Background: an optimization exercise with open tools, aiming at small area, a short achievable clock period and few clock cycles per item. Do not read the settings as production practice.
Function was not checked in any run shown here: the RTL went through the layout flow alone.
No activity file was given, so power comes from the tool's default toggle rates.

### flow/flow/run.sh
#!/bin/bash
# The standard ORFS flow (standard.sh) with two changes:
#  - port buffers are sky130_fd_sc_hd__buf_2 cells instead of the default
#    delay buffers;
#  - before floorplanning, combinational cells start at drive strength 1
#    (flow/downsize.tcl); the flow's repair steps upsize where needed.
# Each tool's log stays under orfs/logs/; make's own output goes to run_make.log.
set -euo pipefail
here=$(pwd)
bash standard.sh \
  "BUFFER_PORTS_ARGS=-buffer_cell sky130_fd_sc_hd__buf_2" \
  "PRE_FLOORPLAN_TCL=$here/flow/downsize.tcl" \
  finish > run_make.log 2>&1
### flow/flow/downsize.tcl
# PRE_FLOORPLAN hook: start every combinational cell of the synthesized netlist
# at drive strength 1; the flow's own repair steps upsize cells where timing
# or slew needs it. Flip-flops keep the cell synthesis gave them.
set n_down 0
foreach inst [get_cells *] {
  set ref [get_property $inst ref_name]
  if { [regexp {^(sky130_fd_sc_hd__[a-z0-9]+)_([0-9]+)$} $ref -> base size] } {
    if { $size <= 1 || [string match "*__df*" $base] || [string match "*__conb*" $base] } {
      continue
    }
    set cand [get_lib_cells -quiet */${base}_1]
    if { [llength $cand] > 0 } {
      replace_cell $inst [lindex $cand 0]
      incr n_down
    }
  }
}
puts "downsize.tcl: $n_down cells set to drive strength 1"
### flow/standard.sh
#!/bin/bash
# synth_recipe.tcl (not shown) runs the flow's synth.tcl, then flattens the netlist and writes it again
# the make line also repeats each setting of config.mk as NAME=value (left out here)
make -C /OpenROAD-flow-scripts/flow DESIGN_CONFIG=/design/flow/config.mk WORK_HOME=/design/flow/orfs CLKGATE_MAP_FILE= SYNTH_SCRIPT=/design/flow/synth_recipe.tcl "${@:-finish}"
### flow/config.mk
export PLATFORM = sky130hd
export DESIGN_NAME = Complex_Multiplier
export DESIGN_NICKNAME = Complex_Multiplier
export VERILOG_FILES = /design/flow/design.v
export SDC_FILE = /design/flow/constraint.sdc
export NUM_CORES = 4
export LEC_CHECK = 0
export CAP_MARGIN = 20
export CORE_MARGIN = 2
export CORE_UTILIZATION = 55
export CTS_BUF_LIST = sky130_fd_sc_hd__clkbuf_4 sky130_fd_sc_hd__clkbuf_8
export SETUP_SLACK_MARGIN = 1.2
export SLEW_MARGIN = 20
export SYNTH_HIERARCHICAL = 1
### flow/constraint.sdc
create_clock -name core_clock -period 5.0 [get_ports {clk}]
set_input_delay 1.0000 -clock core_clock [delete_from_list [all_inputs] [get_ports {clk}]]
set_output_delay 1.0000 -clock core_clock [all_outputs]
set_load 0.01 [all_outputs]
### flow/design.v
module Complex_Multiplier (
	input clk,
	input rst,
	input signed  [7:0] Re_in_1,
	input signed  [7:0] Im_in_1,
	input signed  [7:0] Re_in_2,
	input signed  [7:0] Im_in_2,
	input signed  [1:0] data_valid_in,
	output signed [15:0] Re_out,
	output signed [15:0] Im_out,
	output signed [1:0] data_valid_out
);
wire cone1, ctwo2, cnz3, cnegn4, cone5, ctwo6, cnz7, cnegn8, cone9, ctwo10, cnz11, cnegn12, cone13, ctwo14, cnz15, cnegn16, done17, dtwo18, dnz19, dnegn20, done21, dtwo22, dnz23, dnegn24, done25, dtwo26, dnz27, dnegn28, done29, dtwo30, dnz31, dnegn32, pp33, pp34, pp35, pp36, pp37, pp38, pp39, pp40, pp41, pp42, pp43, pp44, pp45, pp46, pp47, pp48, pp49, pp50, pp51, pp52, pp53, pp54, pp55, pp56, pp57, pp58, pp59, pp60, pp61, pp62, pp63, pp64, pp65, pp66, pp67, pp68, pp69, pp70, pp71, pp72, pp73, pp74, pp75, pp76, pp77, pp78, pp79, pp80, pp81, pp82, pp83, pp84, pp85, pp86, pp87, pp88, pp89, pp90, pp91, pp92, pp93, pp94, pp95, pp96, pp97, pp98, pp99, pp100, pp101, pp102, pp103, pp104, ci105, ci106, ci107, ci108, res109, rec110, res111, rec112, res113, rec114, res115, rec116, res117, rec118, res119, rec120, res121, rec122, res123, rec124, res125, rec126, res127, rec128, res129, rec130, res131, rec132, res133, rec134, res135, rec136, res137, rec138, res139, rec140, res141, rec142, res143, rec144, res145, rec146, res147, rec148, res149, rec150, res151, rec152, res153, rec154, res155, rec156, res157, rec158, res159, rec160, res161, rec162, res163, rec164, res165, rec166, res167, rec168, res169, rec170, res171, rec172, res173, rec174, res175, rec176, res177, rec178, res179, rec180, res181, rec182, res183, rec184, res185, rec186, res187, rec188, res189, rec190, res191, rec192, res193, rec194, res195, rec196, res197, rec198, res199, rec200, res201, rec202, res203, rec204, res205, rec206, res207, rec208, res209, rec210, res211, rec212, res213, rec214, res215, rec216, res217, rec218, res219, rec220, res221, rec222, res223, rec224, res225, rec226, res227, rec228, res229, rec230, res231, rec232, res233, rec234, res235, rec236, res237, rec238, res239, rec240, res241, rec242, pp243, pp244, pp245, pp246, pp247, pp248, pp249, pp250, pp251, pp252, pp253, pp254, pp255, pp256, pp257, pp258, pp259, pp260, pp261, pp262, pp263, pp264, pp265, pp266, pp267, pp268, pp269, pp270, pp271, pp272, pp273, pp274, pp275, pp276, pp277, pp278, pp279, pp280, pp281, pp282, pp283, pp284, pp285, pp286, pp287, pp288, pp289, pp290, pp291, pp292, pp293, pp294, pp295, pp296, pp297, pp298, pp299, pp300, pp301, pp302, pp303, pp304, pp305, pp306, pp307, pp308, pp309, pp310, pp311, pp312, pp313, pp314, ci315, ci316, ci317, ci318, ims319, imc320, ims321, imc322, ims323, imc324, ims325, imc326, ims327, imc328, ims329, imc330, ims331, imc332, ims333, imc334, ims335, imc336, ims337, imc338, ims339, imc340, ims341, imc342, ims343, imc344, ims345, imc346, ims347, imc348, ims349, imc350, ims351, imc352, ims353, imc354, ims355, imc356, ims357, imc358, ims359, imc360, ims361, imc362, ims363, imc364, ims365, imc366, ims367, imc368, ims369, imc370, ims371, imc372, ims373, imc374, ims375, imc376, ims377, imc378, ims379, imc380, ims381, imc382, ims383, imc384, ims385, imc386, ims387, imc388, ims389, imc390, ims391, imc392, ims393, imc394, ims395, imc396, ims397, imc398, ims399, imc400, ims401, imc402, ims403, imc404, ims405, imc406, ims407, imc408, ims409, imc410, ims411, imc412, ims413, imc414, ims415, imc416, ims417, imc418, ims419, imc420, ims421, imc422, ims423, imc424, ims425, imc426, ims427, imc428, ims429, imc430, ims431, imc432, ims433, imc434, ims435, imc436, ims437, imc438, ims439, imc440, ims441, imc442, ims443, imc444, ims445, imc446, ims447, imc448, ims449, imc450, ims451, imc452, relos453, reloc454, relos455, reloc456, relos457, reloc458, relos459, reloc460, imlos461, imloc462, imlos463, imloc464, imlos465, imloc466, imlos467, imloc468;
cm_benc0 u_cone1 (.y1(Re_in_2[1]), .y0(Re_in_2[0]), .one(cone1), .two(ctwo2), .nz(cnz3));
assign cnegn4 = ~Re_in_2[1];
cm_benc u_cone5 (.y1(Re_in_2[3]), .y0(Re_in_2[2]), .ym(Re_in_2[1]), .one(cone5), .two(ctwo6), .nz(cnz7));
assign cnegn8 = ~Re_in_2[3];
cm_benc u_cone9 (.y1(Re_in_2[5]), .y0(Re_in_2[4]), .ym(Re_in_2[3]), .one(cone9), .two(ctwo10), .nz(cnz11));
assign cnegn12 = ~Re_in_2[5];
cm_benc u_cone13 (.y1(Re_in_2[7]), .y0(Re_in_2[6]), .ym(Re_in_2[5]), .one(cone13), .two(ctwo14), .nz(cnz15));
assign cnegn16 = ~Re_in_2[7];
cm_benc0 u_done17 (.y1(Im_in_2[1]), .y0(Im_in_2[0]), .one(done17), .two(dtwo18), .nz(dnz19));
assign dnegn20 = ~Im_in_2[1];
cm_benc u_done21 (.y1(Im_in_2[3]), .y0(Im_in_2[2]), .ym(Im_in_2[1]), .one(done21), .two(dtwo22), .nz(dnz23));
assign dnegn24 = ~Im_in_2[3];
cm_benc u_done25 (.y1(Im_in_2[5]), .y0(Im_in_2[4]), .ym(Im_in_2[3]), .one(done25), .two(dtwo26), .nz(dnz27));
assign dnegn28 = ~Im_in_2[5];
cm_benc u_done29 (.y1(Im_in_2[7]), .y0(Im_in_2[6]), .ym(Im_in_2[5]), .one(done29), .two(dtwo30), .nz(dnz31));
assign dnegn32 = ~Im_in_2[7];
cm_bsel1 u_pp33 (.e(cone1), .x(Re_in_1[0]), .n(Re_in_2[1]), .p(pp33));
cm_bsel2 u_pp34 (.e1(cone1), .x1(Re_in_1[1]), .e2(ctwo2), .x2(Re_in_1[0]), .n(Re_in_2[1]), .p(pp34));
cm_bsel2 u_pp35 (.e1(cone1), .x1(Re_in_1[2]), .e2(ctwo2), .x2(Re_in_1[1]), .n(Re_in_2[1]), .p(pp35));
cm_bsel2 u_pp36 (.e1(cone1), .x1(Re_in_1[3]), .e2(ctwo2), .x2(Re_in_1[2]), .n(Re_in_2[1]), .p(pp36));
cm_bsel2 u_pp37 (.e1(cone1), .x1(Re_in_1[4]), .e2(ctwo2), .x2(Re_in_1[3]), .n(Re_in_2[1]), .p(pp37));
cm_bsel2 u_pp38 (.e1(cone1), .x1(Re_in_1[5]), .e2(ctwo2), .x2(Re_in_1[4]), .n(Re_in_2[1]), .p(pp38));
cm_bsel2 u_pp39 (.e1(cone1), .x1(Re_in_1[6]), .e2(ctwo2), .x2(Re_in_1[5]), .n(Re_in_2[1]), .p(pp39));
cm_bsel2 u_pp40 (.e1(cone1), .x1(Re_in_1[7]), .e2(ctwo2), .x2(Re_in_1[6]), .n(Re_in_2[1]), .p(pp40));
cm_bsel1 u_pp41 (.e(cnz3), .x(Re_in_1[7]), .n(cnegn4), .p(pp41));
cm_bsel1 u_pp42 (.e(cone5), .x(Re_in_1[0]), .n(Re_in_2[3]), .p(pp42));
cm_bsel2 u_pp43 (.e1(cone5), .x1(Re_in_1[1]), .e2(ctwo6), .x2(Re_in_1[0]), .n(Re_in_2[3]), .p(pp43));
cm_bsel2 u_pp44 (.e1(cone5), .x1(Re_in_1[2]), .e2(ctwo6), .x2(Re_in_1[1]), .n(Re_in_2[3]), .p(pp44));
cm_bsel2 u_pp45 (.e1(cone5), .x1(Re_in_1[3]), .e2(ctwo6), .x2(Re_in_1[2]), .n(Re_in_2[3]), .p(pp45));
cm_bsel2 u_pp46 (.e1(cone5), .x1(Re_in_1[4]), .e2(ctwo6), .x2(Re_in_1[3]), .n(Re_in_2[3]), .p(pp46));
cm_bsel2 u_pp47 (.e1(cone5), .x1(Re_in_1[5]), .e2(ctwo6), .x2(Re_in_1[4]), .n(Re_in_2[3]), .p(pp47));
cm_bsel2 u_pp48 (.e1(cone5), .x1(Re_in_1[6]), .e2(ctwo6), .x2(Re_in_1[5]), .n(Re_in_2[3]), .p(pp48));
cm_bsel2 u_pp49 (.e1(cone5), .x1(Re_in_1[7]), .e2(ctwo6), .x2(Re_in_1[6]), .n(Re_in_2[3]), .p(pp49));
cm_bsel1 u_pp50 (.e(cnz7), .x(Re_in_1[7]), .n(cnegn8), .p(pp50));
cm_bsel1 u_pp51 (.e(cone9), .x(Re_in_1[0]), .n(Re_in_2[5]), .p(pp51));
cm_bsel2 u_pp52 (.e1(cone9), .x1(Re_in_1[1]), .e2(ctwo10), .x2(Re_in_1[0]), .n(Re_in_2[5]), .p(pp52));
cm_bsel2 u_pp53 (.e1(cone9), .x1(Re_in_1[2]), .e2(ctwo10), .x2(Re_in_1[1]), .n(Re_in_2[5]), .p(pp53));
cm_bsel2 u_pp54 (.e1(cone9), .x1(Re_in_1[3]), .e2(ctwo10), .x2(Re_in_1[2]), .n(Re_in_2[5]), .p(pp54));
cm_bsel2 u_pp55 (.e1(cone9), .x1(Re_in_1[4]), .e2(ctwo10), .x2(Re_in_1[3]), .n(Re_in_2[5]), .p(pp55));
cm_bsel2 u_pp56 (.e1(cone9), .x1(Re_in_1[5]), .e2(ctwo10), .x2(Re_in_1[4]), .n(Re_in_2[5]), .p(pp56));
cm_bsel2 u_pp57 (.e1(cone9), .x1(Re_in_1[6]), .e2(ctwo10), .x2(Re_in_1[5]), .n(Re_in_2[5]), .p(pp57));
cm_bsel2 u_pp58 (.e1(cone9), .x1(Re_in_1[7]), .e2(ctwo10), .x2(Re_in_1[6]), .n(Re_in_2[5]), .p(pp58));
cm_bsel1 u_pp59 (.e(cnz11), .x(Re_in_1[7]), .n(cnegn12), .p(pp59));
cm_bsel1 u_pp60 (.e(cone13), .x(Re_in_1[0]), .n(Re_in_2[7]), .p(pp60));
cm_bsel2 u_pp61 (.e1(cone13), .x1(Re_in_1[1]), .e2(ctwo14), .x2(Re_in_1[0]), .n(Re_in_2[7]), .p(pp61));
cm_bsel2 u_pp62 (.e1(cone13), .x1(Re_in_1[2]), .e2(ctwo14), .x2(Re_in_1[1]), .n(Re_in_2[7]), .p(pp62));
cm_bsel2 u_pp63 (.e1(cone13), .x1(Re_in_1[3]), .e2(ctwo14), .x2(Re_in_1[2]), .n(Re_in_2[7]), .p(pp63));
cm_bsel2 u_pp64 (.e1(cone13), .x1(Re_in_1[4]), .e2(ctwo14), .x2(Re_in_1[3]), .n(Re_in_2[7]), .p(pp64));
cm_bsel2 u_pp65 (.e1(cone13), .x1(Re_in_1[5]), .e2(ctwo14), .x2(Re_in_1[4]), .n(Re_in_2[7]), .p(pp65));
cm_bsel2 u_pp66 (.e1(cone13), .x1(Re_in_1[6]), .e2(ctwo14), .x2(Re_in_1[5]), .n(Re_in_2[7]), .p(pp66));
cm_bsel2 u_pp67 (.e1(cone13), .x1(Re_in_1[7]), .e2(ctwo14), .x2(Re_in_1[6]), .n(Re_in_2[7]), .p(pp67));
cm_bsel1 u_pp68 (.e(cnz15), .x(Re_in_1[7]), .n(cnegn16), .p(pp68));
cm_bsel1 u_pp69 (.e(done17), .x(Im_in_1[0]), .n(dnegn20), .p(pp69));
cm_bsel2 u_pp70 (.e1(done17), .x1(Im_in_1[1]), .e2(dtwo18), .x2(Im_in_1[0]), .n(dnegn20), .p(pp70));
cm_bsel2 u_pp71 (.e1(done17), .x1(Im_in_1[2]), .e2(dtwo18), .x2(Im_in_1[1]), .n(dnegn20), .p(pp71));
cm_bsel2 u_pp72 (.e1(done17), .x1(Im_in_1[3]), .e2(dtwo18), .x2(Im_in_1[2]), .n(dnegn20), .p(pp72));
cm_bsel2 u_pp73 (.e1(done17), .x1(Im_in_1[4]), .e2(dtwo18), .x2(Im_in_1[3]), .n(dnegn20), .p(pp73));
cm_bsel2 u_pp74 (.e1(done17), .x1(Im_in_1[5]), .e2(dtwo18), .x2(Im_in_1[4]), .n(dnegn20), .p(pp74));
cm_bsel2 u_pp75 (.e1(done17), .x1(Im_in_1[6]), .e2(dtwo18), .x2(Im_in_1[5]), .n(dnegn20), .p(pp75));
cm_bsel2 u_pp76 (.e1(done17), .x1(Im_in_1[7]), .e2(dtwo18), .x2(Im_in_1[6]), .n(dnegn20), .p(pp76));
cm_bsel1 u_pp77 (.e(dnz19), .x(Im_in_1[7]), .n(Im_in_2[1]), .p(pp77));
cm_bsel1 u_pp78 (.e(done21), .x(Im_in_1[0]), .n(dnegn24), .p(pp78));
cm_bsel2 u_pp79 (.e1(done21), .x1(Im_in_1[1]), .e2(dtwo22), .x2(Im_in_1[0]), .n(dnegn24), .p(pp79));
cm_bsel2 u_pp80 (.e1(done21), .x1(Im_in_1[2]), .e2(dtwo22), .x2(Im_in_1[1]), .n(dnegn24), .p(pp80));
cm_bsel2 u_pp81 (.e1(done21), .x1(Im_in_1[3]), .e2(dtwo22), .x2(Im_in_1[2]), .n(dnegn24), .p(pp81));
cm_bsel2 u_pp82 (.e1(done21), .x1(Im_in_1[4]), .e2(dtwo22), .x2(Im_in_1[3]), .n(dnegn24), .p(pp82));
cm_bsel2 u_pp83 (.e1(done21), .x1(Im_in_1[5]), .e2(dtwo22), .x2(Im_in_1[4]), .n(dnegn24), .p(pp83));
cm_bsel2 u_pp84 (.e1(done21), .x1(Im_in_1[6]), .e2(dtwo22), .x2(Im_in_1[5]), .n(dnegn24), .p(pp84));
cm_bsel2 u_pp85 (.e1(done21), .x1(Im_in_1[7]), .e2(dtwo22), .x2(Im_in_1[6]), .n(dnegn24), .p(pp85));
cm_bsel1 u_pp86 (.e(dnz23), .x(Im_in_1[7]), .n(Im_in_2[3]), .p(pp86));
cm_bsel1 u_pp87 (.e(done25), .x(Im_in_1[0]), .n(dnegn28), .p(pp87));
cm_bsel2 u_pp88 (.e1(done25), .x1(Im_in_1[1]), .e2(dtwo26), .x2(Im_in_1[0]), .n(dnegn28), .p(pp88));
cm_bsel2 u_pp89 (.e1(done25), .x1(Im_in_1[2]), .e2(dtwo26), .x2(Im_in_1[1]), .n(dnegn28), .p(pp89));
cm_bsel2 u_pp90 (.e1(done25), .x1(Im_in_1[3]), .e2(dtwo26), .x2(Im_in_1[2]), .n(dnegn28), .p(pp90));
cm_bsel2 u_pp91 (.e1(done25), .x1(Im_in_1[4]), .e2(dtwo26), .x2(Im_in_1[3]), .n(dnegn28), .p(pp91));
cm_bsel2 u_pp92 (.e1(done25), .x1(Im_in_1[5]), .e2(dtwo26), .x2(Im_in_1[4]), .n(dnegn28), .p(pp92));
cm_bsel2 u_pp93 (.e1(done25), .x1(Im_in_1[6]), .e2(dtwo26), .x2(Im_in_1[5]), .n(dnegn28), .p(pp93));
cm_bsel2 u_pp94 (.e1(done25), .x1(Im_in_1[7]), .e2(dtwo26), .x2(Im_in_1[6]), .n(dnegn28), .p(pp94));
cm_bsel1 u_pp95 (.e(dnz27), .x(Im_in_1[7]), .n(Im_in_2[5]), .p(pp95));
cm_bsel1 u_pp96 (.e(done29), .x(Im_in_1[0]), .n(dnegn32), .p(pp96));
cm_bsel2 u_pp97 (.e1(done29), .x1(Im_in_1[1]), .e2(dtwo30), .x2(Im_in_1[0]), .n(dnegn32), .p(pp97));
cm_bsel2 u_pp98 (.e1(done29), .x1(Im_in_1[2]), .e2(dtwo30), .x2(Im_in_1[1]), .n(dnegn32), .p(pp98));
cm_bsel2 u_pp99 (.e1(done29), .x1(Im_in_1[3]), .e2(dtwo30), .x2(Im_in_1[2]), .n(dnegn32), .p(pp99));
cm_bsel2 u_pp100 (.e1(done29), .x1(Im_in_1[4]), .e2(dtwo30), .x2(Im_in_1[3]), .n(dnegn32), .p(pp100));
cm_bsel2 u_pp101 (.e1(done29), .x1(Im_in_1[5]), .e2(dtwo30), .x2(Im_in_1[4]), .n(dnegn32), .p(pp101));
cm_bsel2 u_pp102 (.e1(done29), .x1(Im_in_1[6]), .e2(dtwo30), .x2(Im_in_1[5]), .n(dnegn32), .p(pp102));
cm_bsel2 u_pp103 (.e1(done29), .x1(Im_in_1[7]), .e2(dtwo30), .x2(Im_in_1[6]), .n(dnegn32), .p(pp103));
cm_bsel1 u_pp104 (.e(dnz31), .x(Im_in_1[7]), .n(Im_in_2[7]), .p(pp104));
assign ci105 = ~pp49;
assign ci106 = ~pp100;
assign ci107 = ~pp102;
assign ci108 = ~pp104;
cm_ha u_res109 (.a(Re_in_2[7]), .b(dnegn32), .s(res109), .co(rec110));
cm_fa u_res111 (.a(Re_in_2[5]), .b(dnegn28), .c(pp37), .s(res111), .co(rec112));
cm_ha u_res113 (.a(pp38), .b(pp45), .s(res113), .co(rec114));
cm_fa u_res115 (.a(res109), .b(pp39), .c(pp46), .s(res115), .co(rec116));
cm_fa u_res117 (.a(pp53), .b(pp60), .c(pp75), .s(res117), .co(rec118));
cm_fa u_res119 (.a(rec110), .b(pp40), .c(pp47), .s(res119), .co(rec120));
cm_fa u_res121 (.a(pp54), .b(pp61), .c(pp76), .s(res121), .co(rec122));
cm_ha u_res123 (.a(pp83), .b(pp90), .s(res123), .co(rec124));
cm_fa u_res125 (.a(pp41), .b(pp48), .c(pp55), .s(res125), .co(rec126));
cm_fa u_res127 (.a(pp62), .b(pp77), .c(pp84), .s(res127), .co(rec128));
cm_ha u_res129 (.a(pp91), .b(pp98), .s(res129), .co(rec130));
cm_fa u_res131 (.a(pp56), .b(pp63), .c(pp85), .s(res131), .co(rec132));
cm_ha u_res133 (.a(pp92), .b(pp99), .s(res133), .co(rec134));
cm_fa u_res135 (.a(pp49), .b(pp50), .c(pp57), .s(res135), .co(rec136));
cm_ha u_res137 (.a(pp64), .b(pp86), .s(res137), .co(rec138));
cm_ha u_res139 (.a(pp100), .b(pp101), .s(res139), .co(rec140));
cm_fa u_res141 (.a(Re_in_2[3]), .b(dnegn24), .c(pp35), .s(res141), .co(rec142));
cm_ha u_res143 (.a(pp36), .b(pp43), .s(res143), .co(rec144));
cm_fa u_res145 (.a(pp44), .b(pp51), .c(pp73), .s(res145), .co(rec146));
cm_ha u_res147 (.a(pp80), .b(pp87), .s(res147), .co(rec148));
cm_fa u_res149 (.a(pp52), .b(pp74), .c(pp81), .s(res149), .co(rec150));
cm_fa u_res151 (.a(pp88), .b(res113), .c(rec112), .s(res151), .co(rec152));
cm_fa u_res153 (.a(pp82), .b(pp89), .c(pp96), .s(res153), .co(rec154));
cm_fa u_res155 (.a(rec114), .b(res115), .c(res117), .s(res155), .co(rec156));
cm_fa u_res157 (.a(pp97), .b(res123), .c(rec116), .s(res157), .co(rec158));
cm_fa u_res159 (.a(rec118), .b(res119), .c(res121), .s(res159), .co(rec160));
cm_fa u_res161 (.a(rec124), .b(res129), .c(rec120), .s(res161), .co(rec162));
cm_fa u_res163 (.a(rec122), .b(res125), .c(res127), .s(res163), .co(rec164));
cm_fa u_res165 (.a(ci105), .b(rec130), .c(res133), .s(res165), .co(rec166));
cm_fa u_res167 (.a(rec126), .b(rec128), .c(res131), .s(res167), .co(rec168));
cm_fa u_res169 (.a(pp93), .b(ci106), .c(rec134), .s(res169), .co(rec170));
cm_fa u_res171 (.a(res137), .b(rec132), .c(res135), .s(res171), .co(rec172));
cm_fa u_res173 (.a(pp58), .b(pp65), .c(pp94), .s(res173), .co(rec174));
cm_fa u_res175 (.a(rec138), .b(res139), .c(rec136), .s(res175), .co(rec176));
cm_fa u_res177 (.a(pp59), .b(pp66), .c(pp95), .s(res177), .co(rec178));
cm_ha u_res179 (.a(ci107), .b(rec140), .s(res179), .co(rec180));
cm_ha u_res181 (.a(pp102), .b(pp103), .s(res181), .co(rec182));
cm_ha u_res183 (.a(Re_in_2[1]), .b(dnegn20), .s(res183), .co(rec184));
cm_ha u_res185 (.a(pp42), .b(pp71), .s(res185), .co(rec186));
cm_fa u_res187 (.a(pp72), .b(pp79), .c(res143), .s(res187), .co(rec188));
cm_fa u_res189 (.a(rec144), .b(res147), .c(res111), .s(res189), .co(rec190));
cm_fa u_res191 (.a(rec148), .b(rec146), .c(res149), .s(res191), .co(rec192));
cm_fa u_res193 (.a(rec150), .b(res153), .c(rec152), .s(res193), .co(rec194));
cm_fa u_res195 (.a(rec154), .b(rec156), .c(res157), .s(res195), .co(rec196));
cm_fa u_res197 (.a(rec158), .b(rec160), .c(res161), .s(res197), .co(rec198));
cm_fa u_res199 (.a(res165), .b(rec162), .c(rec164), .s(res199), .co(rec200));
cm_fa u_res201 (.a(rec166), .b(res169), .c(rec168), .s(res201), .co(rec202));
cm_fa u_res203 (.a(res173), .b(rec170), .c(rec172), .s(res203), .co(rec204));
cm_fa u_res205 (.a(rec174), .b(res179), .c(res177), .s(res205), .co(rec206));
cm_fa u_res207 (.a(pp67), .b(res181), .c(rec180), .s(res207), .co(rec208));
cm_ha u_res209 (.a(pp68), .b(ci108), .s(res209), .co(rec210));
cm_ha u_res211 (.a(res183), .b(pp33), .s(res211), .co(rec212));
cm_fa u_res213 (.a(rec184), .b(pp34), .c(pp70), .s(res213), .co(rec214));
cm_fa u_res215 (.a(pp78), .b(res185), .c(res141), .s(res215), .co(rec216));
cm_fa u_res217 (.a(rec186), .b(rec142), .c(res187), .s(res217), .co(rec218));
cm_fa u_res219 (.a(res145), .b(rec188), .c(res189), .s(res219), .co(rec220));
cm_fa u_res221 (.a(rec190), .b(res151), .c(res191), .s(res221), .co(rec222));
cm_fa u_res223 (.a(rec192), .b(res155), .c(res193), .s(res223), .co(rec224));
cm_fa u_res225 (.a(res159), .b(rec194), .c(res195), .s(res225), .co(rec226));
cm_fa u_res227 (.a(res163), .b(rec196), .c(res197), .s(res227), .co(rec228));
cm_fa u_res229 (.a(res167), .b(rec198), .c(res199), .s(res229), .co(rec230));
cm_fa u_res231 (.a(res171), .b(rec200), .c(res201), .s(res231), .co(rec232));
cm_fa u_res233 (.a(res175), .b(rec202), .c(res203), .s(res233), .co(rec234));
cm_fa u_res235 (.a(rec176), .b(res205), .c(rec204), .s(res235), .co(rec236));
cm_fa u_res237 (.a(rec178), .b(res207), .c(rec206), .s(res237), .co(rec238));
cm_fa u_res239 (.a(rec182), .b(res209), .c(rec208), .s(res239), .co(rec240));
cm_ha u_res241 (.a(pp104), .b(rec210), .s(res241), .co(rec242));
cm_bsel1 u_pp243 (.e(cone1), .x(Im_in_1[0]), .n(Re_in_2[1]), .p(pp243));
cm_bsel2 u_pp244 (.e1(cone1), .x1(Im_in_1[1]), .e2(ctwo2), .x2(Im_in_1[0]), .n(Re_in_2[1]), .p(pp244));
cm_bsel2 u_pp245 (.e1(cone1), .x1(Im_in_1[2]), .e2(ctwo2), .x2(Im_in_1[1]), .n(Re_in_2[1]), .p(pp245));
cm_bsel2 u_pp246 (.e1(cone1), .x1(Im_in_1[3]), .e2(ctwo2), .x2(Im_in_1[2]), .n(Re_in_2[1]), .p(pp246));
cm_bsel2 u_pp247 (.e1(cone1), .x1(Im_in_1[4]), .e2(ctwo2), .x2(Im_in_1[3]), .n(Re_in_2[1]), .p(pp247));
cm_bsel2 u_pp248 (.e1(cone1), .x1(Im_in_1[5]), .e2(ctwo2), .x2(Im_in_1[4]), .n(Re_in_2[1]), .p(pp248));
cm_bsel2 u_pp249 (.e1(cone1), .x1(Im_in_1[6]), .e2(ctwo2), .x2(Im_in_1[5]), .n(Re_in_2[1]), .p(pp249));
cm_bsel2 u_pp250 (.e1(cone1), .x1(Im_in_1[7]), .e2(ctwo2), .x2(Im_in_1[6]), .n(Re_in_2[1]), .p(pp250));
cm_bsel1 u_pp251 (.e(cnz3), .x(Im_in_1[7]), .n(cnegn4), .p(pp251));
cm_bsel1 u_pp252 (.e(cone5), .x(Im_in_1[0]), .n(Re_in_2[3]), .p(pp252));
cm_bsel2 u_pp253 (.e1(cone5), .x1(Im_in_1[1]), .e2(ctwo6), .x2(Im_in_1[0]), .n(Re_in_2[3]), .p(pp253));
cm_bsel2 u_pp254 (.e1(cone5), .x1(Im_in_1[2]), .e2(ctwo6), .x2(Im_in_1[1]), .n(Re_in_2[3]), .p(pp254));
cm_bsel2 u_pp255 (.e1(cone5), .x1(Im_in_1[3]), .e2(ctwo6), .x2(Im_in_1[2]), .n(Re_in_2[3]), .p(pp255));
cm_bsel2 u_pp256 (.e1(cone5), .x1(Im_in_1[4]), .e2(ctwo6), .x2(Im_in_1[3]), .n(Re_in_2[3]), .p(pp256));
cm_bsel2 u_pp257 (.e1(cone5), .x1(Im_in_1[5]), .e2(ctwo6), .x2(Im_in_1[4]), .n(Re_in_2[3]), .p(pp257));
cm_bsel2 u_pp258 (.e1(cone5), .x1(Im_in_1[6]), .e2(ctwo6), .x2(Im_in_1[5]), .n(Re_in_2[3]), .p(pp258));
cm_bsel2 u_pp259 (.e1(cone5), .x1(Im_in_1[7]), .e2(ctwo6), .x2(Im_in_1[6]), .n(Re_in_2[3]), .p(pp259));
cm_bsel1 u_pp260 (.e(cnz7), .x(Im_in_1[7]), .n(cnegn8), .p(pp260));
cm_bsel1 u_pp261 (.e(cone9), .x(Im_in_1[0]), .n(Re_in_2[5]), .p(pp261));
cm_bsel2 u_pp262 (.e1(cone9), .x1(Im_in_1[1]), .e2(ctwo10), .x2(Im_in_1[0]), .n(Re_in_2[5]), .p(pp262));
cm_bsel2 u_pp263 (.e1(cone9), .x1(Im_in_1[2]), .e2(ctwo10), .x2(Im_in_1[1]), .n(Re_in_2[5]), .p(pp263));
cm_bsel2 u_pp264 (.e1(cone9), .x1(Im_in_1[3]), .e2(ctwo10), .x2(Im_in_1[2]), .n(Re_in_2[5]), .p(pp264));
cm_bsel2 u_pp265 (.e1(cone9), .x1(Im_in_1[4]), .e2(ctwo10), .x2(Im_in_1[3]), .n(Re_in_2[5]), .p(pp265));
cm_bsel2 u_pp266 (.e1(cone9), .x1(Im_in_1[5]), .e2(ctwo10), .x2(Im_in_1[4]), .n(Re_in_2[5]), .p(pp266));
cm_bsel2 u_pp267 (.e1(cone9), .x1(Im_in_1[6]), .e2(ctwo10), .x2(Im_in_1[5]), .n(Re_in_2[5]), .p(pp267));
cm_bsel2 u_pp268 (.e1(cone9), .x1(Im_in_1[7]), .e2(ctwo10), .x2(Im_in_1[6]), .n(Re_in_2[5]), .p(pp268));
cm_bsel1 u_pp269 (.e(cnz11), .x(Im_in_1[7]), .n(cnegn12), .p(pp269));
cm_bsel1 u_pp270 (.e(cone13), .x(Im_in_1[0]), .n(Re_in_2[7]), .p(pp270));
cm_bsel2 u_pp271 (.e1(cone13), .x1(Im_in_1[1]), .e2(ctwo14), .x2(Im_in_1[0]), .n(Re_in_2[7]), .p(pp271));
cm_bsel2 u_pp272 (.e1(cone13), .x1(Im_in_1[2]), .e2(ctwo14), .x2(Im_in_1[1]), .n(Re_in_2[7]), .p(pp272));
cm_bsel2 u_pp273 (.e1(cone13), .x1(Im_in_1[3]), .e2(ctwo14), .x2(Im_in_1[2]), .n(Re_in_2[7]), .p(pp273));
cm_bsel2 u_pp274 (.e1(cone13), .x1(Im_in_1[4]), .e2(ctwo14), .x2(Im_in_1[3]), .n(Re_in_2[7]), .p(pp274));
cm_bsel2 u_pp275 (.e1(cone13), .x1(Im_in_1[5]), .e2(ctwo14), .x2(Im_in_1[4]), .n(Re_in_2[7]), .p(pp275));
cm_bsel2 u_pp276 (.e1(cone13), .x1(Im_in_1[6]), .e2(ctwo14), .x2(Im_in_1[5]), .n(Re_in_2[7]), .p(pp276));
cm_bsel2 u_pp277 (.e1(cone13), .x1(Im_in_1[7]), .e2(ctwo14), .x2(Im_in_1[6]), .n(Re_in_2[7]), .p(pp277));
cm_bsel1 u_pp278 (.e(cnz15), .x(Im_in_1[7]), .n(cnegn16), .p(pp278));
cm_bsel1 u_pp279 (.e(done17), .x(Re_in_1[0]), .n(Im_in_2[1]), .p(pp279));
cm_bsel2 u_pp280 (.e1(done17), .x1(Re_in_1[1]), .e2(dtwo18), .x2(Re_in_1[0]), .n(Im_in_2[1]), .p(pp280));
cm_bsel2 u_pp281 (.e1(done17), .x1(Re_in_1[2]), .e2(dtwo18), .x2(Re_in_1[1]), .n(Im_in_2[1]), .p(pp281));
cm_bsel2 u_pp282 (.e1(done17), .x1(Re_in_1[3]), .e2(dtwo18), .x2(Re_in_1[2]), .n(Im_in_2[1]), .p(pp282));
cm_bsel2 u_pp283 (.e1(done17), .x1(Re_in_1[4]), .e2(dtwo18), .x2(Re_in_1[3]), .n(Im_in_2[1]), .p(pp283));
cm_bsel2 u_pp284 (.e1(done17), .x1(Re_in_1[5]), .e2(dtwo18), .x2(Re_in_1[4]), .n(Im_in_2[1]), .p(pp284));
cm_bsel2 u_pp285 (.e1(done17), .x1(Re_in_1[6]), .e2(dtwo18), .x2(Re_in_1[5]), .n(Im_in_2[1]), .p(pp285));
cm_bsel2 u_pp286 (.e1(done17), .x1(Re_in_1[7]), .e2(dtwo18), .x2(Re_in_1[6]), .n(Im_in_2[1]), .p(pp286));
cm_bsel1 u_pp287 (.e(dnz19), .x(Re_in_1[7]), .n(dnegn20), .p(pp287));
cm_bsel1 u_pp288 (.e(done21), .x(Re_in_1[0]), .n(Im_in_2[3]), .p(pp288));
cm_bsel2 u_pp289 (.e1(done21), .x1(Re_in_1[1]), .e2(dtwo22), .x2(Re_in_1[0]), .n(Im_in_2[3]), .p(pp289));
cm_bsel2 u_pp290 (.e1(done21), .x1(Re_in_1[2]), .e2(dtwo22), .x2(Re_in_1[1]), .n(Im_in_2[3]), .p(pp290));
cm_bsel2 u_pp291 (.e1(done21), .x1(Re_in_1[3]), .e2(dtwo22), .x2(Re_in_1[2]), .n(Im_in_2[3]), .p(pp291));
cm_bsel2 u_pp292 (.e1(done21), .x1(Re_in_1[4]), .e2(dtwo22), .x2(Re_in_1[3]), .n(Im_in_2[3]), .p(pp292));
cm_bsel2 u_pp293 (.e1(done21), .x1(Re_in_1[5]), .e2(dtwo22), .x2(Re_in_1[4]), .n(Im_in_2[3]), .p(pp293));
cm_bsel2 u_pp294 (.e1(done21), .x1(Re_in_1[6]), .e2(dtwo22), .x2(Re_in_1[5]), .n(Im_in_2[3]), .p(pp294));
cm_bsel2 u_pp295 (.e1(done21), .x1(Re_in_1[7]), .e2(dtwo22), .x2(Re_in_1[6]), .n(Im_in_2[3]), .p(pp295));
cm_bsel1 u_pp296 (.e(dnz23), .x(Re_in_1[7]), .n(dnegn24), .p(pp296));
cm_bsel1 u_pp297 (.e(done25), .x(Re_in_1[0]), .n(Im_in_2[5]), .p(pp297));
cm_bsel2 u_pp298 (.e1(done25), .x1(Re_in_1[1]), .e2(dtwo26), .x2(Re_in_1[0]), .n(Im_in_2[5]), .p(pp298));
cm_bsel2 u_pp299 (.e1(done25), .x1(Re_in_1[2]), .e2(dtwo26), .x2(Re_in_1[1]), .n(Im_in_2[5]), .p(pp299));
cm_bsel2 u_pp300 (.e1(done25), .x1(Re_in_1[3]), .e2(dtwo26), .x2(Re_in_1[2]), .n(Im_in_2[5]), .p(pp300));
cm_bsel2 u_pp301 (.e1(done25), .x1(Re_in_1[4]), .e2(dtwo26), .x2(Re_in_1[3]), .n(Im_in_2[5]), .p(pp301));
cm_bsel2 u_pp302 (.e1(done25), .x1(Re_in_1[5]), .e2(dtwo26), .x2(Re_in_1[4]), .n(Im_in_2[5]), .p(pp302));
cm_bsel2 u_pp303 (.e1(done25), .x1(Re_in_1[6]), .e2(dtwo26), .x2(Re_in_1[5]), .n(Im_in_2[5]), .p(pp303));
cm_bsel2 u_pp304 (.e1(done25), .x1(Re_in_1[7]), .e2(dtwo26), .x2(Re_in_1[6]), .n(Im_in_2[5]), .p(pp304));
cm_bsel1 u_pp305 (.e(dnz27), .x(Re_in_1[7]), .n(dnegn28), .p(pp305));
cm_bsel1 u_pp306 (.e(done29), .x(Re_in_1[0]), .n(Im_in_2[7]), .p(pp306));
cm_bsel2 u_pp307 (.e1(done29), .x1(Re_in_1[1]), .e2(dtwo30), .x2(Re_in_1[0]), .n(Im_in_2[7]), .p(pp307));
cm_bsel2 u_pp308 (.e1(done29), .x1(Re_in_1[2]), .e2(dtwo30), .x2(Re_in_1[1]), .n(Im_in_2[7]), .p(pp308));
cm_bsel2 u_pp309 (.e1(done29), .x1(Re_in_1[3]), .e2(dtwo30), .x2(Re_in_1[2]), .n(Im_in_2[7]), .p(pp309));
cm_bsel2 u_pp310 (.e1(done29), .x1(Re_in_1[4]), .e2(dtwo30), .x2(Re_in_1[3]), .n(Im_in_2[7]), .p(pp310));
cm_bsel2 u_pp311 (.e1(done29), .x1(Re_in_1[5]), .e2(dtwo30), .x2(Re_in_1[4]), .n(Im_in_2[7]), .p(pp311));
cm_bsel2 u_pp312 (.e1(done29), .x1(Re_in_1[6]), .e2(dtwo30), .x2(Re_in_1[5]), .n(Im_in_2[7]), .p(pp312));
cm_bsel2 u_pp313 (.e1(done29), .x1(Re_in_1[7]), .e2(dtwo30), .x2(Re_in_1[6]), .n(Im_in_2[7]), .p(pp313));
cm_bsel1 u_pp314 (.e(dnz31), .x(Re_in_1[7]), .n(dnegn32), .p(pp314));
assign ci315 = ~pp259;
assign ci316 = ~pp259;
assign ci317 = ~pp269;
assign ci318 = ~pp278;
cm_ha u_ims319 (.a(Im_in_2[7]), .b(Re_in_2[7]), .s(ims319), .co(imc320));
cm_fa u_ims321 (.a(Im_in_2[5]), .b(Re_in_2[5]), .c(pp247), .s(ims321), .co(imc322));
cm_ha u_ims323 (.a(pp248), .b(pp255), .s(ims323), .co(imc324));
cm_fa u_ims325 (.a(ims319), .b(pp249), .c(pp256), .s(ims325), .co(imc326));
cm_fa u_ims327 (.a(pp263), .b(pp270), .c(pp285), .s(ims327), .co(imc328));
cm_fa u_ims329 (.a(imc320), .b(pp250), .c(pp257), .s(ims329), .co(imc330));
cm_fa u_ims331 (.a(pp264), .b(pp271), .c(pp286), .s(ims331), .co(imc332));
cm_ha u_ims333 (.a(pp293), .b(pp300), .s(ims333), .co(imc334));
cm_fa u_ims335 (.a(pp251), .b(pp258), .c(pp265), .s(ims335), .co(imc336));
cm_fa u_ims337 (.a(pp272), .b(pp287), .c(pp294), .s(ims337), .co(imc338));
cm_ha u_ims339 (.a(pp301), .b(pp308), .s(ims339), .co(imc340));
cm_fa u_ims341 (.a(pp266), .b(pp273), .c(pp295), .s(ims341), .co(imc342));
cm_ha u_ims343 (.a(pp302), .b(pp309), .s(ims343), .co(imc344));
cm_fa u_ims345 (.a(pp260), .b(pp267), .c(pp274), .s(ims345), .co(imc346));
cm_ha u_ims347 (.a(pp296), .b(pp303), .s(ims347), .co(imc348));
cm_ha u_ims349 (.a(pp259), .b(pp268), .s(ims349), .co(imc350));
cm_fa u_ims351 (.a(Im_in_2[3]), .b(Re_in_2[3]), .c(pp245), .s(ims351), .co(imc352));
cm_ha u_ims353 (.a(pp246), .b(pp253), .s(ims353), .co(imc354));
cm_fa u_ims355 (.a(pp254), .b(pp261), .c(pp283), .s(ims355), .co(imc356));
cm_ha u_ims357 (.a(pp290), .b(pp297), .s(ims357), .co(imc358));
cm_fa u_ims359 (.a(pp262), .b(pp284), .c(pp291), .s(ims359), .co(imc360));
cm_fa u_ims361 (.a(pp298), .b(ims323), .c(imc322), .s(ims361), .co(imc362));
cm_fa u_ims363 (.a(pp292), .b(pp299), .c(pp306), .s(ims363), .co(imc364));
cm_fa u_ims365 (.a(imc324), .b(ims325), .c(ims327), .s(ims365), .co(imc366));
cm_fa u_ims367 (.a(pp307), .b(ims333), .c(imc326), .s(ims367), .co(imc368));
cm_fa u_ims369 (.a(imc328), .b(ims329), .c(ims331), .s(ims369), .co(imc370));
cm_fa u_ims371 (.a(imc334), .b(ims339), .c(imc330), .s(ims371), .co(imc372));
cm_fa u_ims373 (.a(imc332), .b(ims335), .c(ims337), .s(ims373), .co(imc374));
cm_fa u_ims375 (.a(ci315), .b(imc340), .c(ims343), .s(ims375), .co(imc376));
cm_fa u_ims377 (.a(imc336), .b(imc338), .c(ims341), .s(ims377), .co(imc378));
cm_fa u_ims379 (.a(pp310), .b(ci316), .c(imc344), .s(ims379), .co(imc380));
cm_fa u_ims381 (.a(ims347), .b(imc342), .c(ims345), .s(ims381), .co(imc382));
cm_fa u_ims383 (.a(pp275), .b(pp304), .c(pp311), .s(ims383), .co(imc384));
cm_fa u_ims385 (.a(imc348), .b(ims349), .c(imc346), .s(ims385), .co(imc386));
cm_fa u_ims387 (.a(pp276), .b(pp305), .c(pp312), .s(ims387), .co(imc388));
cm_ha u_ims389 (.a(ci317), .b(imc350), .s(ims389), .co(imc390));
cm_ha u_ims391 (.a(pp269), .b(pp277), .s(ims391), .co(imc392));
cm_ha u_ims393 (.a(Im_in_2[1]), .b(Re_in_2[1]), .s(ims393), .co(imc394));
cm_ha u_ims395 (.a(pp252), .b(pp281), .s(ims395), .co(imc396));
cm_fa u_ims397 (.a(pp282), .b(pp289), .c(ims353), .s(ims397), .co(imc398));
cm_fa u_ims399 (.a(imc354), .b(ims357), .c(ims321), .s(ims399), .co(imc400));
cm_fa u_ims401 (.a(imc358), .b(imc356), .c(ims359), .s(ims401), .co(imc402));
cm_fa u_ims403 (.a(imc360), .b(ims363), .c(imc362), .s(ims403), .co(imc404));
cm_fa u_ims405 (.a(imc364), .b(imc366), .c(ims367), .s(ims405), .co(imc406));
cm_fa u_ims407 (.a(imc368), .b(imc370), .c(ims371), .s(ims407), .co(imc408));
cm_fa u_ims409 (.a(ims375), .b(imc372), .c(imc374), .s(ims409), .co(imc410));
cm_fa u_ims411 (.a(imc376), .b(ims379), .c(imc378), .s(ims411), .co(imc412));
cm_fa u_ims413 (.a(ims383), .b(imc380), .c(imc382), .s(ims413), .co(imc414));
cm_fa u_ims415 (.a(imc384), .b(ims389), .c(ims387), .s(ims415), .co(imc416));
cm_fa u_ims417 (.a(pp313), .b(ims391), .c(imc390), .s(ims417), .co(imc418));
cm_ha u_ims419 (.a(pp314), .b(ci318), .s(ims419), .co(imc420));
cm_ha u_ims421 (.a(ims393), .b(pp243), .s(ims421), .co(imc422));
cm_fa u_ims423 (.a(imc394), .b(pp244), .c(pp280), .s(ims423), .co(imc424));
cm_fa u_ims425 (.a(pp288), .b(ims395), .c(ims351), .s(ims425), .co(imc426));
cm_fa u_ims427 (.a(imc396), .b(imc352), .c(ims397), .s(ims427), .co(imc428));
cm_fa u_ims429 (.a(ims355), .b(imc398), .c(ims399), .s(ims429), .co(imc430));
cm_fa u_ims431 (.a(imc400), .b(ims361), .c(ims401), .s(ims431), .co(imc432));
cm_fa u_ims433 (.a(imc402), .b(ims365), .c(ims403), .s(ims433), .co(imc434));
cm_fa u_ims435 (.a(ims369), .b(imc404), .c(ims405), .s(ims435), .co(imc436));
cm_fa u_ims437 (.a(ims373), .b(imc406), .c(ims407), .s(ims437), .co(imc438));
cm_fa u_ims439 (.a(ims377), .b(imc408), .c(ims409), .s(ims439), .co(imc440));
cm_fa u_ims441 (.a(ims381), .b(imc410), .c(ims411), .s(ims441), .co(imc442));
cm_fa u_ims443 (.a(ims385), .b(imc412), .c(ims413), .s(ims443), .co(imc444));
cm_fa u_ims445 (.a(imc386), .b(ims415), .c(imc414), .s(ims445), .co(imc446));
cm_fa u_ims447 (.a(imc388), .b(ims417), .c(imc416), .s(ims447), .co(imc448));
cm_fa u_ims449 (.a(imc392), .b(ims419), .c(imc418), .s(ims449), .co(imc450));
cm_ha u_ims451 (.a(pp278), .b(imc420), .s(ims451), .co(imc452));
cm_ha u_relos453 (.a(pp69), .b(res211), .s(relos453), .co(reloc454));
cm_fa u_relos455 (.a(rec212), .b(res213), .c(reloc454), .s(relos455), .co(reloc456));
cm_fa u_relos457 (.a(rec214), .b(res215), .c(reloc456), .s(relos457), .co(reloc458));
cm_fa u_relos459 (.a(rec216), .b(res217), .c(reloc458), .s(relos459), .co(reloc460));
cm_ha u_imlos461 (.a(pp279), .b(ims421), .s(imlos461), .co(imloc462));
cm_fa u_imlos463 (.a(imc422), .b(ims423), .c(imloc462), .s(imlos463), .co(imloc464));
cm_fa u_imlos465 (.a(imc424), .b(ims425), .c(imloc464), .s(imlos465), .co(imloc466));
cm_fa u_imlos467 (.a(imc426), .b(ims427), .c(imloc466), .s(imlos467), .co(imloc468));
reg vld_q;
always @(posedge clk) vld_q <= ~rst & (|data_valid_in);
assign data_valid_out = {1'b0, vld_q};
wire [15:0] re_r0 = {res241, res239, res237, rec234, rec232, rec230, rec228, rec226, rec224, rec222, rec220, rec218, rec216, rec214, rec212, pp69};
wire [15:0] re_r1 = {rec240, rec238, rec236, res235, res233, res231, res229, res227, res225, res223, res221, res219, res217, res215, res213, res211};
reg [3:0] re_lo_q;
always @(posedge clk) re_lo_q <= {relos459, relos457, relos455, relos453};
reg re_q0_4;
always @(posedge clk) re_q0_4 <= rec218;
reg re_q0_5;
always @(posedge clk) re_q0_5 <= rec220;
reg re_q0_6;
always @(posedge clk) re_q0_6 <= rec222;
reg re_q0_7;
always @(posedge clk) re_q0_7 <= rec224;
reg re_q0_8;
always @(posedge clk) re_q0_8 <= rec226;
reg re_q0_9;
always @(posedge clk) re_q0_9 <= rec228;
reg re_q0_10;
always @(posedge clk) re_q0_10 <= rec230;
reg re_q0_11;
always @(posedge clk) re_q0_11 <= rec232;
reg re_q0_12;
always @(posedge clk) re_q0_12 <= rec234;
reg re_q0_13;
always @(posedge clk) re_q0_13 <= res237;
reg re_q0_14;
always @(posedge clk) re_q0_14 <= res239;
reg re_q0_15;
always @(posedge clk) re_q0_15 <= res241;
reg re_q1_4;
always @(posedge clk) re_q1_4 <= res219;
reg re_q1_5;
always @(posedge clk) re_q1_5 <= res221;
reg re_q1_6;
always @(posedge clk) re_q1_6 <= res223;
reg re_q1_7;
always @(posedge clk) re_q1_7 <= res225;
reg re_q1_8;
always @(posedge clk) re_q1_8 <= res227;
reg re_q1_9;
always @(posedge clk) re_q1_9 <= res229;
reg re_q1_10;
always @(posedge clk) re_q1_10 <= res231;
reg re_q1_11;
always @(posedge clk) re_q1_11 <= res233;
reg re_q1_12;
always @(posedge clk) re_q1_12 <= res235;
reg re_q1_13;
always @(posedge clk) re_q1_13 <= rec236;
reg re_q1_14;
always @(posedge clk) re_q1_14 <= rec238;
reg re_q1_15;
always @(posedge clk) re_q1_15 <= rec240;
reg re_cy_q;
always @(posedge clk) re_cy_q <= reloc460;
assign Re_out = {{re_q0_15, re_q0_14, re_q0_13, re_q0_12, re_q0_11, re_q0_10, re_q0_9, re_q0_8, re_q0_7, re_q0_6, re_q0_5, re_q0_4} + {re_q1_15, re_q1_14, re_q1_13, re_q1_12, re_q1_11, re_q1_10, re_q1_9, re_q1_8, re_q1_7, re_q1_6, re_q1_5, re_q1_4} + re_cy_q, re_lo_q};
wire [15:0] im_r0 = {ims451, ims449, ims447, imc444, imc442, imc440, imc438, imc436, imc434, imc432, imc430, imc428, imc426, imc424, imc422, pp279};
wire [15:0] im_r1 = {imc450, imc448, imc446, ims445, ims443, ims441, ims439, ims437, ims435, ims433, ims431, ims429, ims427, ims425, ims423, ims421};
reg [3:0] im_lo_q;
always @(posedge clk) im_lo_q <= {imlos467, imlos465, imlos463, imlos461};
reg im_q0_4;
always @(posedge clk) im_q0_4 <= imc428;
reg im_q0_5;
always @(posedge clk) im_q0_5 <= imc430;
reg im_q0_6;
always @(posedge clk) im_q0_6 <= imc432;
reg im_q0_7;
always @(posedge clk) im_q0_7 <= imc434;
reg im_q0_8;
always @(posedge clk) im_q0_8 <= imc436;
reg im_q0_9;
always @(posedge clk) im_q0_9 <= imc438;
reg im_q0_10;
always @(posedge clk) im_q0_10 <= imc440;
reg im_q0_11;
always @(posedge clk) im_q0_11 <= imc442;
reg im_q0_12;
always @(posedge clk) im_q0_12 <= imc444;
reg im_q0_13;
always @(posedge clk) im_q0_13 <= ims447;
reg im_q0_14;
always @(posedge clk) im_q0_14 <= ims449;
reg im_q0_15;
always @(posedge clk) im_q0_15 <= ims451;
reg im_q1_4;
always @(posedge clk) im_q1_4 <= ims429;
reg im_q1_5;
always @(posedge clk) im_q1_5 <= ims431;
reg im_q1_6;
always @(posedge clk) im_q1_6 <= ims433;
reg im_q1_7;
always @(posedge clk) im_q1_7 <= ims435;
reg im_q1_8;
always @(posedge clk) im_q1_8 <= ims437;
reg im_q1_9;
always @(posedge clk) im_q1_9 <= ims439;
reg im_q1_10;
always @(posedge clk) im_q1_10 <= ims441;
reg im_q1_11;
always @(posedge clk) im_q1_11 <= ims443;
reg im_q1_12;
always @(posedge clk) im_q1_12 <= ims445;
reg im_q1_13;
always @(posedge clk) im_q1_13 <= imc446;
reg im_q1_14;
always @(posedge clk) im_q1_14 <= imc448;
reg im_q1_15;
always @(posedge clk) im_q1_15 <= imc450;
reg im_cy_q;
always @(posedge clk) im_cy_q <= imloc468;
assign Im_out = {{im_q0_15, im_q0_14, im_q0_13, im_q0_12, im_q0_11, im_q0_10, im_q0_9, im_q0_8, im_q0_7, im_q0_6, im_q0_5, im_q0_4} + {im_q1_15, im_q1_14, im_q1_13, im_q1_12, im_q1_11, im_q1_10, im_q1_9, im_q1_8, im_q1_7, im_q1_6, im_q1_5, im_q1_4} + im_cy_q, im_lo_q};
endmodule
module cm_fa (input a, input b, input c, output s, output co);
  assign s = a ^ b ^ c;
  assign co = (a & b) | (a & c) | (b & c);
endmodule
module cm_bsel1 (input e, input x, input n, output p);
  assign p = (e & x) ^ n;
endmodule
module cm_bsel2 (input e1, input x1, input e2, input x2, input n, output p);
  assign p = ((e1 & x1) | (e2 & x2)) ^ n;
endmodule
module cm_benc (input y1, input y0, input ym, output one, output two, output nz);
  assign one = y0 ^ ym;
  assign two = (y1 & ~y0 & ~ym) | (~y1 & y0 & ym);
  assign nz = ~(y1 & y0 & ym) & (y1 | y0 | ym);
endmodule
module cm_benc0 (input y1, input y0, output one, output two, output nz);
  assign one = y0;
  assign two = y1 & ~y0;
  assign nz = y1 | y0;
endmodule
module cm_ao21 (input a, input b, input c, output y);
  assign y = (a & b) | c;
endmodule
module cm_and2 (input a, input b, output y);
  assign y = a & b;
endmodule
module cm_xor2 (input a, input b, output y);
  assign y = a ^ b;
endmodule
module cm_ha (input a, input b, output s, output co);
  assign s = a ^ b;
  assign co = a & b;
endmodule
==> impl_metrics.toml, run 1 <==
[power]
powerDensity_nw_per_um2 = 547
irDropWorstVdd_mv = 0.447
leakage_nw = 3.48

[timing]
relSlewSlack_pct = 59.2
tns_ns = 0
fmax_ghz = 0.269
finalWorstSetupSlack_ns = 1.28
tightest_slew_ns = 0.612
rsz0062_at_grt = "true"
hold_violations = 0
holdWs_ns = 0.786
period_needed_ns = 3.72
setup_viol = 0
fin_crit_sh_pct = 74.4
drv_slew = 0

[floorplanning]
rows = 42
coreArea_um2 = 13100
die_h_um = 119
initial_utilization_pct = 55.8
die_w_um = 119
num_io_pins = 70
die-area_um2 = 14200

[routing]
drt_iter0_drc = 409
postRouteAntennaNets = 0
drcViolationCount = 0
num_vias = 5700
routedWlPerCell_um = 18.7
drt_pass1_iterations = 5
wl_um = 18200
routed_via_density = 5.88

[final_layout]
fillers = 1099
final_nets = 991
register_area_um2 = 1180
layout-drive-gt1-share_pct = 18.1
num_antenna_cells = 0
reg.largest.list = "im_lo_q (4), re_lo_q (4)"
final_area_um2 = 8520
multi_input_area_um2 = 6130

[setup_path]
cp.required_ns = 5.23
crit_path_max_fanout = 13
worstSetupPathType = "in -> reg"
end_kind = "flop"
critical_path_arrival_ns = 3.95
start_kind = "primary input"

[placement]
placed_cell_area_um2 = 8120
port_buffers = 68
place.detailed.hpwl_um = 13700
globalplace.congestion = 0.873
place_ws_ns = 0.631

[grt]
grt.overflow.total = 0
grt_pass1_wl_um = 30400
grt_usage_pct = 27.8
grt_pass1_vias = 5933
grt_max_degree = 29
antenna_found_initial = 0

[clock_network]
ctsHtreeMaxLevel = 3
path_clk_slew_ns = 0.07
clock-sinks = 59
cts_tree = "built"
numCtsBuffers = 9
root_buffer = "clkbuf_8"
clockBufferDepth = 2

[logic_synthesis]
synth_nets = 879
syn_inst = 677
synth_warnings = 7

[hold_path]
min_path_type = "in -> reg"

[status]
status = "timing/DRC/antenna clean"

[job]
drv_cap = 0
==> area by class of cell <==
class	count	area share (%)
Tap cell	176	2.58
Sequential cell	59	13.9
Multi-Input combinational cell	587	71.9
Clock inverter	5	0.616
Inverter	25	1.14
Timing Repair Buffer	107	8.22
Clock buffer	11	1.70
==> power by group <==
group | total (mW) | switching [mW] | internal [mW]
sequential | 0.831 | 0.0760 | 0.755
combinational | 3.40 | 1.80 | 1.59
clock | 0.438 | 0.191 | 0.246
==> critical path: stages <==
cell and delay, ns:
buf_2 0.28, buf_6 0.23, xor2_2 0.19, buf_4 0.20
a22oi_1 0.11, xnor2_1 0.16, ha_1 0.33, fa_1 0.48
fa_1 0.56, fa_1 0.41
==> stage by stage <==
| stage | power [mW] | util [%] | cells |
|---|---|---|---|
| after CTS | 4.73 | 63.9 | 960 |
| final | 4.66 | 65.1 | 970 |
| after global routing | 5.22 | 65.1 | 970 |
| after detailed placement | 4.27 | 62.1 | 943 |
| after global placement | 4.18 | 62.1 | 943 |
| after floorplan | 3.25 | - | 677 |
==> timing repair <==
item,4_1_cts,5_1_grt
endpoints found under the setup margin,25,17
resized for setup,4,19
setup buffers,0,10
hold buffers,0,0
cloned,1,0
pin swaps,0,8
==> metal layers <==
metal | up-vias | routed length (um) | global-route usage (%)
li1 | 2603 | - | -
met1 | 2824 | 7880 | 39.8
met2 | 247 | 8400 | 42.2
met3 | 26 | 1490 | 5.51
met4 | 0 | 406 | 9.23
met5 | - | 0 | 0
==> worst paths after layout <==
check,startpoint,to,cells past startpoint
worst max-delay path,Im_in_2[3],re_q1_9$_DFF_P_,10
worst min-delay path,rst,vld_q$_DFF_P_,2
==> placed cells by master, fill, tap and decap left out, drive strengths merged, types with 3 or more instances in the layout <==
cell type	count
nor3	6
nand3b	6
inv	24
and3	8
xnor2	158
ha	54
xor2	12
a22oi	112
a21o	6
o21ai	12
nor2b	6
dfxtp	59
fa	112
buf	104
nor2	14
nand2	36
nand3	4
or2	4
nand2b	6
a21oi	8
a31oi	6
clkinv	3
clkbuf	13
==> run 2: changes to the inputs <==
--- a/flow/config.mk
+++ b/flow/config.mk
@@ -7,7 +7,7 @@
 export LEC_CHECK = 0
 export CAP_MARGIN = 20
 export CORE_MARGIN = 2
-export CORE_UTILIZATION = 55
+export CORE_UTILIZATION = 65
 export CTS_BUF_LIST = sky130_fd_sc_hd__clkbuf_4 sky130_fd_sc_hd__clkbuf_8
 export SETUP_SLACK_MARGIN = 1.2
 export SLEW_MARGIN = 20
==> run 2 against run 1 <==
Sequential power rose by 0.5%. First-iteration DRC count rose by 22%. Maximum frequency fell by 0.73%. Clock power fell by 12%. Non-clock buffer count fell by 6. Cell area fell by 1.6%. Utilization rose by 12 points. Critical path depth did not move. Die area fell by 15%. Combinational power barely moved. Global-route usage rose by 5.0 points. Critical path type unchanged. Highest routed layer unchanged.
==> impl_metrics.toml, run 2 <==
[status]
status = "timing/DRC/antenna clean"

[clock_network]
path_clk_slew_ns = 0.07
clock-sinks = 59
cts_tree = "built"
numCtsBuffers = 9
root_buffer = "clkbuf_8"
ctsHtreeMaxLevel = 3
ctsHoldBuffers = 0
clockBufferDepth = 2

[floorplanning]
die-area_um2 = 12100
die_w_um = 110
rows = 38
num_io_pins = 70
die_h_um = 110
coreArea_um2 = 10900
initial_utilization_pct = 67.0

[timing]
hold_violations = 0
rsz0062_at_grt = "false"
relSlewSlack_pct = 59.9
tightest_slew_ns = 0.601
drv_slew = 0
tns_ns = 0
fmax_ghz = 0.267
fin_crit_sh_pct = 75.0
period_needed_ns = 3.75
setup_viol = 0

[grt]
grt_usage_pct = 32.8
grtUsageMet1_pct = 44.7
grt_pass1_wl_um = 29500
grt_max_degree = 21
grt-busiest-layer = "met2"
met3_usage_pct = 7.94
use_met2_pct = 51.0
grt.overflow.total = 0
grt_pass1_vias = 5976
antenna_found_initial = 0

[power]
irDropWorstVdd_mv = 0.600
combPwrFrac_pct = 73.7
p_int_mw = 2.55
powerDensity_nw_per_um2 = 554
leakage_nw = 3.45
p_sw_share_pct = 45.2
p_seq_share_pct = 18.0
p_switching_mw = 2.10
p_clk_share_pct = 8.3

[placement]
place_inst = 905
place.detailed.hpwl_um = 13400
port_buffers = 68
globalplace.congestion = 0.928

[setup_path]
worstSetupPathType = "in -> reg"
crit_path_max_fanout = 18
cpPeakStageDelay_ns = 0.52
crit_top_cell = "fa_1"
cp.required_ns = 5.23
start_kind = "primary input"
crit_slowest_cell = "fa_1"
critical_path_arrival_ns = 3.98
path_cells = "buf_4 -> nand2b_1 -> o21ai_4 -> buf_4 -> a22oi_1 -> xnor2_1 -> fa_1 -> fa_1 -> fa_1 -> fa_1"
end_kind = "flop"

[routing]
routedWlPerCell_um = 19.6
drcViolationCount = 0
drt_iter0_drc = 499
wl_um = 18100
drt_pass1_iterations = 5
postRouteAntennaNets = 0
routed_via_density = 6.22
num_vias = 5762

[final_layout]
most-common-layout-cells = "xnor2_1 (156), fa_1 (112), a22oi_1 (112)"
layout-drive-gt1-share_pct = 16.6
final_nets = 985
reg.largest.list = "im_lo_q (4), re_lo_q (4)"
num_antenna_cells = 0
layout_commonest_cell = "xnor2_1"
post-route-util_pct = 77.1
instances_no_fill = 927

[logic_synthesis]
synth_warnings = 7
synth_nets = 879
syn_inst = 677

[job]
drv_cap = 0

[hold_path]
min_path_type = "in -> reg"
-- run 2: cell types whose count changed in the layout (fill, tap and decap cells not counted), moves of 3 or more --
cell     previous run  this run
fa_2                3         0
a22oi_1           109       112
fa_1              109       112
buf_4              37        31
a22oi_2             3         0
-- run 2: repair_timing --
item | in CTS | in global routing
buffers inserted | 4 | 3
pin swaps | 3 | 6
resized for setup | 6 | 12
setup endpoints to repair | 22 | 18
hold endpoints to repair | 0 | 0
-- run 2: power by group through the flow --
stage | combinational, mW | sequential [mW] | clock (mW)
global placement | 3.28 | 0.838 | 0
floorplan | 2.40 | 0.844 | 0
CTS | 3.46 | 0.838 | 0.400
finish | 3.43 | 0.835 | 0.386
global route | 3.93 | 0.867 | 0.419
detailed placement | 3.43 | 0.848 | 0
-- run 2: cell type report --
class / instances / area, um2
clock inverter: 3 / 15.0
clock buffer: 12 / 153
tap: 140 / 175
timing repair buffer: 101 / 652
fill: 785 / 2500
inverter: 25 / 93.8
multi-input combinational: 587 / 6120
sequential: 59 / 1180
-- run 2: final timing paths --
check	start	end	slack [ns]	cells after the start
min	rst	vld_q$_DFF_P_	0.78	2
max	Re_in_2[5]	re_q1_10$_DFF_P_	1.25	10
-- run 2: critical path: cells and delay by family --
family,cells,cell delay (ns)
adder cells (fa/ha/maj),4,1.85
buffers and inverters,2,0.39
AND/OR/NAND/NOR,1,0.21
AO/OA/AOI/OAI,2,0.28
XOR/XNOR,1,0.25
-- run 2: routing by layer --
metal  wire length (um)  vias up
li1                   -     2589
met1               7660     2852
met2               8560      291
met3               1570       30
met4                345        0
met5                  0        -
-- run 2: through the flow --
stage | worst slack [ns] | hold slack, ns | total power [mW] | instance area, um2
finish | 1.25 | 0.785 | 4.65 | 8390
CTS | 1.18 | 0.764 | 4.70 | 8310
detailed placement | 0.599 | 1.16 | 4.28 | 8050
global placement | 0.714 | 1.16 | 4.12 | 8050
floorplan | 1.21 | 1.07 | 3.25 | 7360
global route | 1.20 | 0.774 | 5.21 | 8390
==> run 3: changes to the inputs <==
--- a/flow/config.mk
+++ b/flow/config.mk
@@ -7,8 +7,8 @@
 export LEC_CHECK = 0
 export CAP_MARGIN = 20
 export CORE_MARGIN = 2
-export CORE_UTILIZATION = 65
+export CORE_UTILIZATION = 60
 export CTS_BUF_LIST = sky130_fd_sc_hd__clkbuf_4 sky130_fd_sc_hd__clkbuf_8
-export SETUP_SLACK_MARGIN = 1.2
+export SETUP_SLACK_MARGIN = 1.1
 export SLEW_MARGIN = 20
 export SYNTH_HIERARCHICAL = 1
==> run 3 against run 2 <==
Wire length up 1.5%. Worst hold slack better by 0.0075 ns. Via count up 0.19%. Global-route usage down 2.8 points. Power up 1.0%. Combinational power about the same. Clock power up 18%. Critical path type unchanged. Sequential share of layout area up 0.19 points. Maximum frequency down 1.2%. Die area up 8.0%. Count of clock-buffer cells in the layout up 2.
==> impl_metrics.toml, run 3 <==
[status]
status = "timing/DRC/antenna clean"

[timing]
hold_violations = 0
drv_slew = 0
fin_crit_sh_pct = 75.9
fmax_ghz = 0.264
relSlewSlack_pct = 60.5
rsz0062_at_grt = "true"
setup_viol = 0
period_needed_ns = 3.79
tns_ns = 0
tightest_slew_ns = 0.591

[placement]
placed_cell_area_um2 = 8010
port_buffers = 68
globalplace.congestion = 0.918
place.detailed.hpwl_um = 13300

[setup_path]
end_kind = "flop"
worstSetupPathType = "in -> reg"
critical_path_arrival_ns = 4.03
start_kind = "primary input"
crit_path_max_fanout = 19
cp.required_ns = 5.24

[power]
leakage_nw = 3.38
p_sw_share_pct = 44.7
p_total_mw = 4.70
p_seq_share_pct = 17.7
p_int_mw = 2.60
powerDensity_nw_per_um2 = 567
p_switching_mw = 2.10
p_clk_share_pct = 9.7
combPwrFrac_pct = 72.6
irDropWorstVdd_mv = 0.523

[routing]
drcViolationCount = 0
routedWlPerCell_um = 19.9
num_vias = 5773
postRouteAntennaNets = 0
wl_um = 18400
routed_via_density = 6.23
drt_pass1_iterations = 6
drt_iter0_drc = 454

[clock_network]
clockBufferDepth = 2
clock-sinks = 59
root_buffer = "clkbuf_8"
ctsHtreeMaxLevel = 3
path_clk_slew_ns = 0.06
ctsHoldBuffers = 0
cts_tree = "built"
numCtsBuffers = 9

[final_layout]
layout-drive-gt1-share_pct = 14.9
final_area_um2 = 8280
layout_commonest_cell = "xnor2_1"
most-common-layout-cells = "xnor2_1 (157), fa_1 (112), a22oi_1 (112)"
reg.largest.list = "im_lo_q (4), re_lo_q (4)"
num_antenna_cells = 0
register_area_um2 = 1180
final_nets = 976
fillers = 970
multi_input_area_um2 = 6070

[grt]
grt.overflow.total = 0
antenna_found_initial = 0
grt_pass1_wl_um = 30100
grt_pass1_vias = 5879
grt_usage_pct = 30.0
grt_max_degree = 20

[logic_synthesis]
synth_warnings = 7
syn_inst = 677
synth_nets = 879

[floorplanning]
die-area_um2 = 13100
coreArea_um2 = 12000
die_h_um = 114
die_w_um = 114
rows = 40
num_io_pins = 70
initial_utilization_pct = 61.0

[hold_path]
min_path_type = "in -> reg"

[job]
drv_cap = 0
run 3: repair_timing:
item                       4_1_cts  5_1_grt
resized for setup                3       10
cloned                           0        0
setup buffers                    0        1
pin swaps                        0        2
setup endpoints to repair       21       19
run 3: cell type report:
type                    count  share of cell area (%)
flip-flops and latches     59                    14.3
repair buffers             92                    6.59
clock inverters             2                   0.423
inverters                  25                    1.13
clock buffers              14                    2.03
well taps                 147                    2.22
multi-input cells         587                    73.3
run 3: worst paths after layout:
check         endpoint       start  slack [ns]  depth (start not counted)
min      vld_q$_DFF_P_         rst        0.79                          2
max    re_q1_8$_DFF_P_  Re_in_2[1]        1.21                         10
run 3: routing by layer:
metal  up-vias  routed length [um]  global-route usage [%]
met5         -                   0                       0
met3        30                1470                    5.61
met1      2887                7900                    41.7
met4         0                 414                    9.92
met2       278                8620                    47.7
li1       2578                   -                       -
run 3: worst max-delay path, stage by stage:
cell and delay (ns):
buf_2 0.19, buf_8 0.24, nor2b_1 0.22, buf_4 0.19, a22oi_1 0.08, xnor2_1 0.23
fa_1 0.47, fa_1 0.45, fa_1 0.55, fa_1 0.41
run 3: power groups by stage:
stage | clock, mW | combinational, mW | sequential, mW
detailed placement | 0 | 3.43 | 0.846
CTS | 0.471 | 3.46 | 0.837
floorplan | 0 | 2.40 | 0.844
finish | 0.456 | 3.41 | 0.833
global placement | 0 | 3.30 | 0.839
global route | 0.495 | 3.87 | 0.858
run 3: per-stage QoR:
stage	util (%)	cells	worst slack, ns	hold WS, ns
6_report	69.2	926	1.21	0.792
5_1_grt	69.2	926	1.07	0.777
4_1_cts	68.8	925	1.12	0.771
3_5_place_dp	66.9	909	0.446	1.16
3_3_place_gp	66.9	909	0.614	1.16
2_1_floorplan	-	677	1.12	1.07

## static timing again, ports no longer ideal
How much do the figures lean on ideal ports? The routed layouts below were timed once more, with nothing changed but the port constraints. Step 1, drivers: a clkbuf_16 drives clk and a buf_2 each remaining input, both assumed. Step 2 also shifts input and output timing later by t, the mid clock arrival at the registers, as if the neighbouring blocks saw the same clock. a / b / c = no drivers / after step 1 / after step 2; a / b = the first two.
run	shift t [ns]	setup slack, ns
run 1	0.393	1.279 / 1.291 / 0.898
run 2	0.392	1.252 / 1.266 / 0.874
run 3	0.389	1.207 / 1.211 / 0.822
After both steps every run listed still meets setup and hold.
